This is an optimization exercise on Yosys and OpenROAD, whose aim is a short achievable clock period and few clock cycles, not a production implementation. Where RTL was checked, it was by simulation tests only, not by an equivalence proof against the original.

==> 04-22 <==
## MULTI_CYCLE_PROCESSOR
module MULTI_CYCLE_PROCESSOR#(parameter INSTRUCTION_LEN = 16, INSTRUCTION_MEM_SIZE = 8, DATA_LEN = 16)(input clk ,input reset, output reg [DATA_LEN-1:0] res,
	output [INSTRUCTION_MEM_SIZE-1:0] imem_addr, input [INSTRUCTION_LEN-1:0] imem_data,
	output [4:0] dmem_addr, input [DATA_LEN-1:0] dmem_rdata, output [DATA_LEN-1:0] dmem_wdata, output dmem_we);
	reg [7:0]  pc_f;                  
	reg [15:0] ir_d;                  
	reg [7:0]  pc_d;
	reg        v_d, pred_d;
	reg        v_e, pred_e;           
	reg [1:0]  fn_e;
	reg        r_e, br_e, ld_e, st_e;
	reg [3:0]  rd_e, off_e;
	reg [7:0]  pc_e;
	reg [15:0] a_e, b_e;              
	reg        la_e, lb_e;            
	reg        m_ld, m_we;            
	reg [3:0]  m_rd;
	reg [4:0]  m_addr;
	reg [15:0] m_wdata;
	reg [15:0] rf [0:15];
	assign imem_addr  = pc_f;
	assign dmem_addr  = m_addr;
	assign dmem_wdata = m_wdata;
	assign dmem_we    = m_we;
	wire [15:0] s_add = a_e + b_e;
	wire [15:0] s_sub = a_e - b_e;
	reg  [15:0] alu;
	always @* begin
		case (fn_e)
			2'd0: alu = s_add;
			2'd1: alu = s_sub;
			2'd2: alu = a_e | b_e;
			default: alu = a_e & b_e;
		endcase
	end
	wire w_e = v_e & r_e;             
	wire cond = s_sub[15];
	reg [7:0] tgt;
	always @* begin
		case (fn_e)
			2'd0: tgt = pc_e + {4'd0, off_e};
			2'd1: tgt = pc_e - {4'd0, off_e};
			2'd2: tgt = pc_e | {4'd0, off_e};
			default: tgt = pc_e & {4'd0, off_e};
		endcase
	end
	wire [7:0] pc_e1 = pc_e + 8'd1;
	wire mispredict = v_e & br_e & (cond ^ pred_e);
	wire [7:0] pc_fix = cond ? tgt : pc_e1;
	wire [15:0] xa = la_e ? dmem_rdata : a_e;
	wire [15:0] xb = lb_e ? dmem_rdata : b_e;
	wire [4:0] base = ld_e ? xb[4:0] : xa[4:0];
	reg  [4:0] maddr;
	always @* begin
		case (fn_e)
			2'd0: maddr = {1'b0, off_e} + base;
			2'd1: maddr = {1'b0, off_e} - base;
			2'd2: maddr = {1'b0, off_e} | base;
			default: maddr = {1'b0, off_e} & base;
		endcase
	end
	wire [1:0] opc_d = ir_d[15:14];
	wire [3:0] f1_d = ir_d[11:8];
  ...
==> module MULTI_CYCLE_PROCESSOR, before the edit <==
module MULTI_CYCLE_PROCESSOR#(parameter INSTRUCTION_LEN = 16, INSTRUCTION_MEM_SIZE = 8, DATA_LEN = 16)(input clk ,input reset, output reg [DATA_LEN-1:0] res,
	output [INSTRUCTION_MEM_SIZE-1:0] imem_addr, input [INSTRUCTION_LEN-1:0] imem_data,
	output [4:0] dmem_addr, input [DATA_LEN-1:0] dmem_rdata, output [DATA_LEN-1:0] dmem_wdata, output dmem_we);
	reg [7:0]  pc_f;                  
	reg [15:0] ir_d;                  
	reg [7:0]  pc_d;
	reg        v_d, pred_d;
	reg        v_e, pred_e;           
	reg [1:0]  fn_e;
	reg        r_e, br_e, ld_e, st_e;
	reg [3:0]  rd_e, off_e;
	reg [7:0]  pc_e;
	reg [15:0] a_e, b_e;              
	reg        la_e, lb_e;            
	reg        m_ld, m_we;            
	reg [3:0]  m_rd;
	reg [4:0]  m_addr;
	reg [15:0] m_wdata;
	reg [15:0] rf [0:15];
	assign imem_addr  = pc_f;
	assign dmem_addr  = m_addr;
	assign dmem_wdata = m_wdata;
	assign dmem_we    = m_we;
	wire [15:0] s_add = a_e + b_e;
	wire [15:0] s_sub = a_e - b_e;
	reg  [15:0] alu;
	always @* begin
		case (fn_e)
			2'd0: alu = s_add;
			2'd1: alu = s_sub;
			2'd2: alu = a_e | b_e;
			default: alu = a_e & b_e;
		endcase
	end
	wire w_e = v_e & r_e;             
	wire cond = s_sub[15];
	reg [7:0] tgt;
	always @* begin
		case (fn_e)
			2'd0: tgt = pc_e + {4'd0, off_e};
			2'd1: tgt = pc_e - {4'd0, off_e};
			2'd2: tgt = pc_e | {4'd0, off_e};
			default: tgt = pc_e & {4'd0, off_e};
		endcase
	end
	wire [7:0] pc_e1 = pc_e + 8'd1;
	wire mispredict = v_e & br_e & (cond ^ pred_e);
	wire [7:0] pc_fix = cond ? tgt : pc_e1;
	wire [15:0] xa = la_e ? dmem_rdata : a_e;
	wire [15:0] xb = lb_e ? dmem_rdata : b_e;
	wire [4:0] base = ld_e ? xb[4:0] : xa[4:0];
	reg  [4:0] maddr;
	always @* begin
		case (fn_e)
			2'd0: maddr = {1'b0, off_e} + base;
			2'd1: maddr = {1'b0, off_e} - base;
			2'd2: maddr = {1'b0, off_e} | base;
			default: maddr = {1'b0, off_e} & base;
		endcase
	end
	wire [1:0] opc_d = ir_d[15:14];
	wire [3:0] f1_d = ir_d[11:8];
	wire [3:0] f2_d = ir_d[7:4];
	wire [3:0] f3_d = ir_d[3:0];
	wire r_d  = (opc_d == 2'd0);
	wire br_d = (opc_d == 2'd1);
	wire ld_d = (opc_d == 2'd2);
	wire st_d = (opc_d == 2'd3);
	wire ea_d = w_e & (rd_e == f2_d);           
	wire eb_d = w_e & (rd_e == f3_d);
	wire ma_d = m_ld & (m_rd == f2_d);          
	wire mb_d = m_ld & (m_rd == f3_d);
	wire la_d = v_e & ld_e & (rd_e == f2_d);    
	wire lb_d = v_e & ld_e & (rd_e == f3_d);
	wire stall = v_d & (r_d | br_d) & (la_d | lb_d);
	wire [15:0] ra = ma_d ? dmem_rdata : rf[f2_d];
	wire [15:0] rb = mb_d ? dmem_rdata : rf[f3_d];
	wire [15:0] fa = ea_d ? alu : ra;
	wire [15:0] fb = eb_d ? alu : rb;
	wire pred_f = (imem_data[15:12] == 4'b0101);
	wire [7:0] pc_pred = pred_f ? (pc_f - {4'd0, imem_data[11:8]}) : (pc_f + 8'd1);
	always @(posedge clk or negedge reset) begin
		if (~reset) begin
			pc_f <= 8'd0;
			v_d  <= 1'b0;
			v_e  <= 1'b0;
			m_ld <= 1'b0;
			m_we <= 1'b0;
			res  <= 16'd0;
		end else begin
			if (mispredict)
				pc_f <= pc_fix;
			else if (!stall)
				pc_f <= pc_pred;
			if (mispredict)
				v_d <= 1'b0;
			else if (!stall)
				v_d <= 1'b1;
			v_e  <= v_d & ~stall & ~mispredict;
			m_ld <= v_e & ld_e;
			m_we <= v_e & st_e;
			if (w_e)
				res <= alu;
		end
	end
	always @(posedge clk) begin
		if (!stall) begin
			ir_d   <= imem_data;
			pc_d   <= pc_f;
			pred_d <= pred_f;
		end
		pred_e <= pred_d;
		fn_e   <= ir_d[13:12];
		r_e    <= r_d;
		br_e   <= br_d;
		ld_e   <= ld_d;
		st_e   <= st_d;
		rd_e   <= f1_d;
		off_e  <= ld_d ? f2_d : f1_d;
		pc_e   <= pc_d;
		a_e    <= fa;
		b_e    <= fb;
		la_e   <= la_d;
		lb_e   <= lb_d;
		m_rd    <= rd_e;
		m_addr  <= maddr;
		m_wdata <= xb;
	end
	always @(posedge clk or negedge reset) begin
		if (~reset)
			rf[0] <= 16'd0;
		else if (w_e & (rd_e == 4'd0))
			rf[0] <= alu;
		else if (m_ld & (m_rd == 4'd0))
			rf[0] <= dmem_rdata;
	end
	genvar g;
	generate
		for (g = 1; g < 16; g = g + 1) begin : rfw
			always @(posedge clk) begin
				if (w_e & (rd_e == g))
					rf[g] <= alu;
				else if (m_ld & (m_rd == g))
					rf[g] <= dmem_rdata;
			end
		end
	endgenerate
endmodule
clock: 8.0 ns
lec_check: 0
abc_clock_period_in_ps: 2000
cap_margin: 20
core_margin: 2
core_utilization: 40
setup_slack_margin: 5
slew_margin: 20
tns_end_percent: 100
run.sh (not shown) runs the stock make flow with config.mk's settings and CLKGATE_MAP_FILE= SYNTH_SCRIPT=/design/flow/synth_recipe.tcl, a recipe that flattens the netlist after the stock synthesis.
==> 11-25: changes against 04-22 <==
==> flow/design.v (replaced) <==
module MULTI_CYCLE_PROCESSOR#(parameter INSTRUCTION_LEN = 16, INSTRUCTION_MEM_SIZE = 8, DATA_LEN = 16)(input clk ,input reset, output reg [DATA_LEN-1:0] res,
	output [INSTRUCTION_MEM_SIZE-1:0] imem_addr, input [INSTRUCTION_LEN-1:0] imem_data,
	output [4:0] dmem_addr, input [DATA_LEN-1:0] dmem_rdata, output [DATA_LEN-1:0] dmem_wdata, output dmem_we);
	reg [7:0]  pc_f;           
	reg [15:0] ir;             
	reg [7:0]  pc_x;           
	reg        v_x;            
	reg        pred_x;         
	reg        m_ld;           
	reg        m_we;           
	reg [3:0]  m_rd;           
	reg [4:0]  m_addr;         
	reg [15:0] m_wdata;        
	reg [15:0] rf [0:15];      
	assign imem_addr  = pc_f;
	assign dmem_addr  = m_addr;
	assign dmem_wdata = m_wdata;
	assign dmem_we    = m_we;
	wire [1:0] opc = ir[15:14];
	wire [1:0] fn  = ir[13:12];
	wire [3:0] f1  = ir[11:8];
	wire [3:0] f2  = ir[7:4];
	wire [3:0] f3  = ir[3:0];
	wire is_r  = (opc == 2'd0);
	wire is_br = (opc == 2'd1);
	wire is_ld = (opc == 2'd2);
	wire is_st = (opc == 2'd3);
	wire [15:0] ra = rf[f2];
	wire [15:0] rb = rf[f3];
	wire fwd_a = m_ld & (m_rd == f2);
	wire fwd_b = m_ld & (m_rd == f3);
	wire [15:0] fa = fwd_a ? dmem_rdata : ra;
	wire [15:0] fb = fwd_b ? dmem_rdata : rb;
	wire stall = v_x & (is_r | is_br) & (fwd_a | fwd_b);
	wire ex = v_x & ~stall;
	reg [15:0] alu;
	always @* begin
		case (fn)
			2'd0: alu = ra + rb;
			2'd1: alu = ra - rb;
			2'd2: alu = ra | rb;
			default: alu = ra & rb;
		endcase
	end
	wire [15:0] diff = ra - rb;
	wire cond = diff[15];
	reg [7:0] tgt;
	always @* begin
		case (fn)
			2'd0: tgt = pc_x + {4'd0, f1};
			2'd1: tgt = pc_x - {4'd0, f1};
			2'd2: tgt = pc_x | {4'd0, f1};
			default: tgt = pc_x & {4'd0, f1};
		endcase
	end
	wire [7:0] pc_x1 = pc_x + 8'd1;
	wire redirect = ex & is_br & (cond ^ pred_x);
	wire [7:0] pc_fix = cond ? tgt : pc_x1;
	wire [4:0] a_off  = is_ld ? {1'b0, f2} : {1'b0, f1};
	wire [4:0] a_base = is_ld ? fb[4:0] : fa[4:0];
	reg  [4:0] maddr;
	always @* begin
		case (fn)
			2'd0: maddr = a_off + a_base;
			2'd1: maddr = a_off - a_base;
			2'd2: maddr = a_off | a_base;
			default: maddr = a_off & a_base;
		endcase
	end
	wire pred_f = (imem_data[15:12] == 4'b0101);
	wire [7:0] pc_pred = pred_f ? (pc_f - {4'd0, imem_data[11:8]}) : (pc_f + 8'd1);
	always @(posedge clk or negedge reset) begin
		if (~reset) begin
			pc_f <= 8'd0;
			v_x  <= 1'b0;
			m_ld <= 1'b0;
			m_we <= 1'b0;
			res  <= 16'd0;
		end else begin
			if (redirect) begin
				pc_f <= pc_fix;
				v_x  <= 1'b0;
			end else if (!stall) begin
				pc_f <= pc_pred;
				v_x  <= 1'b1;
			end
			m_ld <= ex & is_ld;
			m_we <= ex & is_st;
			if (ex & is_r)
				res <= alu;
		end
	end
	always @(posedge clk) begin
		if (!stall && !redirect) begin
			ir     <= imem_data;
			pc_x   <= pc_f;
			pred_x <= pred_f;
		end
		m_rd    <= f1;
		m_addr  <= maddr;
		m_wdata <= fb;
	end
	always @(posedge clk or negedge reset) begin
		if (~reset)
			rf[0] <= 16'd0;
		else if (ex & is_r & (f1 == 4'd0))
			rf[0] <= alu;
		else if (m_ld & (m_rd == 4'd0))
			rf[0] <= dmem_rdata;
	end
	genvar g;
	generate
		for (g = 1; g < 16; g = g + 1) begin : rfw
			always @(posedge clk) begin
				if (ex & is_r & (f1 == g))
					rf[g] <= alu;
				else if (m_ld & (m_rd == g))
					rf[g] <= dmem_rdata;
			end
		end
	endgenerate
endmodule
--- a/flow/config.mk
+++ b/flow/config.mk
@@ -7,3 +7,2 @@
 export LEC_CHECK = 0
-export ABC_CLOCK_PERIOD_IN_PS = 2000
 export CAP_MARGIN = 20
@@ -11,4 +10,2 @@
 export CORE_UTILIZATION = 40
-export SETUP_SLACK_MARGIN = 5
 export SLEW_MARGIN = 20
-export TNS_END_PERCENT = 100
==> run notes <==
	11-25	04-22
Outcome	no timing/DRC/antenna violations	no timing/DRC/antenna violations
Unrepaired setup endpoints after global routing	false	true
Share of the synthesized area in compound gates (AO/OA/AOI/OAI)	23.5%	22.4%
Area added between synthesis and finish	14.9%	22.3%
Slowest cell on the critical path	sky130_fd_sc_hd__nor2_1	sky130_fd_sc_hd__ha_1
Element type at the critical path start	flip-flop	input port
CP Buf/Inv Count	2	1
WHS Path Cells	2	0
Met3 usage	9.73%	8.29%
Number of cells on the critical path	15	11
Combined global-route utilization of all metal layers	32.9%	30.3%
No functional check of the RTL was part of any run of this note.

========
==> branch cedar <==
Another version of the RTL of MULTI_CYCLE_PROCESSOR (not shown whole).
Settings: LEC_CHECK=0, CAP_MARGIN=20, CORE_MARGIN=2, CORE_UTILIZATION=30, SLEW_MARGIN=20, TNS_END_PERCENT=100; clock period 8.0 ns.
standard.sh (not shown) runs the stock make flow with config.mk's settings and CLKGATE_MAP_FILE= SYNTH_SCRIPT=/design/flow/synth_recipe.tcl, a recipe that flattens the netlist after the stock synthesis.
==> flow/flow/run.sh <==
#!/bin/bash
set -euo pipefail
export BUFFER_PORTS_ARGS="-buffer_cell sky130_fd_sc_hd__buf_4"
export SETUP_SLACK_MARGIN=5.5
bash standard.sh > standard.log 2>&1
==> branch willow (differences from branch cedar) <==
--- a/flow/design.v
+++ b/flow/design.v
@@ -118,36 +118,17 @@
 			assign rv[g] = (w_pend & wr_w[g]) ? res : rf[g];
 		end
 	endgenerate
 	wire ma_f = m_ld & (m_rd == f2_f);
 	wire mb_f = m_ld & (m_rd == f3_f);
 	wire [15:0] ra = ma_f ? dmem_rdata : rv[f2_f];
 	wire [15:0] rb = mb_f ? dmem_rdata : rv[f3_f];
 	wire pred_f = (ins[15:12] == 4'b0101);
-	function [4:0] sub4(input [3:0] x, input [3:0] y);    
-		reg [4:0] b;
-		integer j;
-		begin
-			b[0] = 1'b0;
-			for (j = 0; j < 4; j = j + 1) begin
-				sub4[j] = x[j] ^ y[j] ^ b[j];
-				b[j+1] = (~x[j] & y[j]) | (~(x[j] ^ y[j]) & b[j]);
-			end
-			sub4[4] = b[4];
-		end
-	endfunction
-	wire [4:0] lo_sel [0:16];
-	assign lo_sel[0] = 5'd0;
-	generate
-		for (g = 0; g < 16; g = g + 1) begin : lot
-			assign lo_sel[g+1] = lo_sel[g] | ({5{f1_f == g}} & sub4(pc_f[3:0], g));
-		end
-	endgenerate
-	wire [4:0] lo_m = lo_sel[16];
+	wire [4:0] lo_m = {1'b0, pc_f[3:0]} - {1'b0, f1_f};
 	wire [3:0] hi_m1 = pc_f[7:4] - 4'd1;
 	wire [7:0] pc_back = {lo_m[4] ? hi_m1 : pc_f[7:4], lo_m[3:0]};
 	wire [7:0] pc_f1 = pc_f + 8'd1;
 	wire [7:0] pc_seq = stall ? pc_f : (pred_f ? pc_back : pc_f1);
 	wire [7:0] pc_if_t  = (chk & ~pred_e) ? tgt   : pc_seq;
 	wire [7:0] pc_if_nt = (chk &  pred_e) ? pc_e1 : pc_seq;
 	wire [7:0] pc_next  = cond ? pc_if_t : pc_if_nt;
 	wire mispredict = chk & (cond ^ pred_e);
Settings changed: CORE_UTILIZATION 30 to 45.
==> run_results.csv <==
group,metric,value,unit
worst_setup_path,r2r_slack,5.08,ns
synth,synth-compound-area-share,23.3,%
timing,min_period_over_period,36.7,%
run_status,status,"no timing/DRC/antenna violations",
final_layout,buf_share,15.6,%
worst_setup_path,worstRegToRegCells,10,
route,drt_first_pass_iters,14,
global_routing,gr-usage-all-layers,42.8,%
final_layout,comb.multi_input.count,1933,
global_routing,grt_max_degree,60,
final_layout,multi_input_area_share,45.0,%
placed_design,placed_cell_area,27400,sq um
final_layout,clk_share,4.55,%
Source of the figures above: branch willow

==> run_results.csv <==
group,metric,value,unit
final_layout,clk_share,4.76,%
global_routing,gr-usage-all-layers,27.2,%
worst_setup_path,r2r_slack,5.13,ns
final_layout,multi_input_area_share,44.5,%
final_layout,comb.multi_input.count,1998,
timing,min_period_over_period,36.7,%
run_status,status,"no timing/DRC/antenna violations",
worst_setup_path,worstRegToRegCells,12,
Source of the figures above: branch cedar

Testbench counts of branch cedar, summed over its fixed seeds: cycles 58,057.
Testbench counts of branch willow, summed over its fixed seeds: cycles 58,057.

re-timing with driven ports:
In the flow no input, the clock included, has a driving cell. The finished layouts below were timed again as built, in two steps.
Step 1 assumes that a clkbuf_16 drives the clock port and a buf_2 every other input.
Step 2 moves the port delays by t, midway between the first and last clock arrival at a register: inputs arrive t later, outputs are due t later. That takes back most of the time a late clock gives input paths.
a / b / c = no drivers / after step 1 / after step 2; a / b = the first two.
| run | t (ns) | slack for setup (ns) | slew at the worst register clock pin (ns) | pins driven straight from the clock port |
|---|---|---|---|---|
| 04-22 | 0.641 | 4.885 / 4.870 / 4.229 | 0.07 / 0.07 | 1 |
| 11-25 | 0.643 | 1.542 / 1.542 / 1.542 | 0.06 / 0.06 | 1 |
| branch cedar | 0.692 | 5.063 / 4.996 / 4.360 | 0.08 / 0.08 | 1 |
| branch willow | 0.688 | 5.061 / 4.998 / 4.497 | 0.07 / 0.07 | 1 |
After both steps setup and hold are still met in every run listed. The setup slack of branch cedar, which loses most, moves by -0.067 ns with the drivers and by -0.703 ns with both steps.
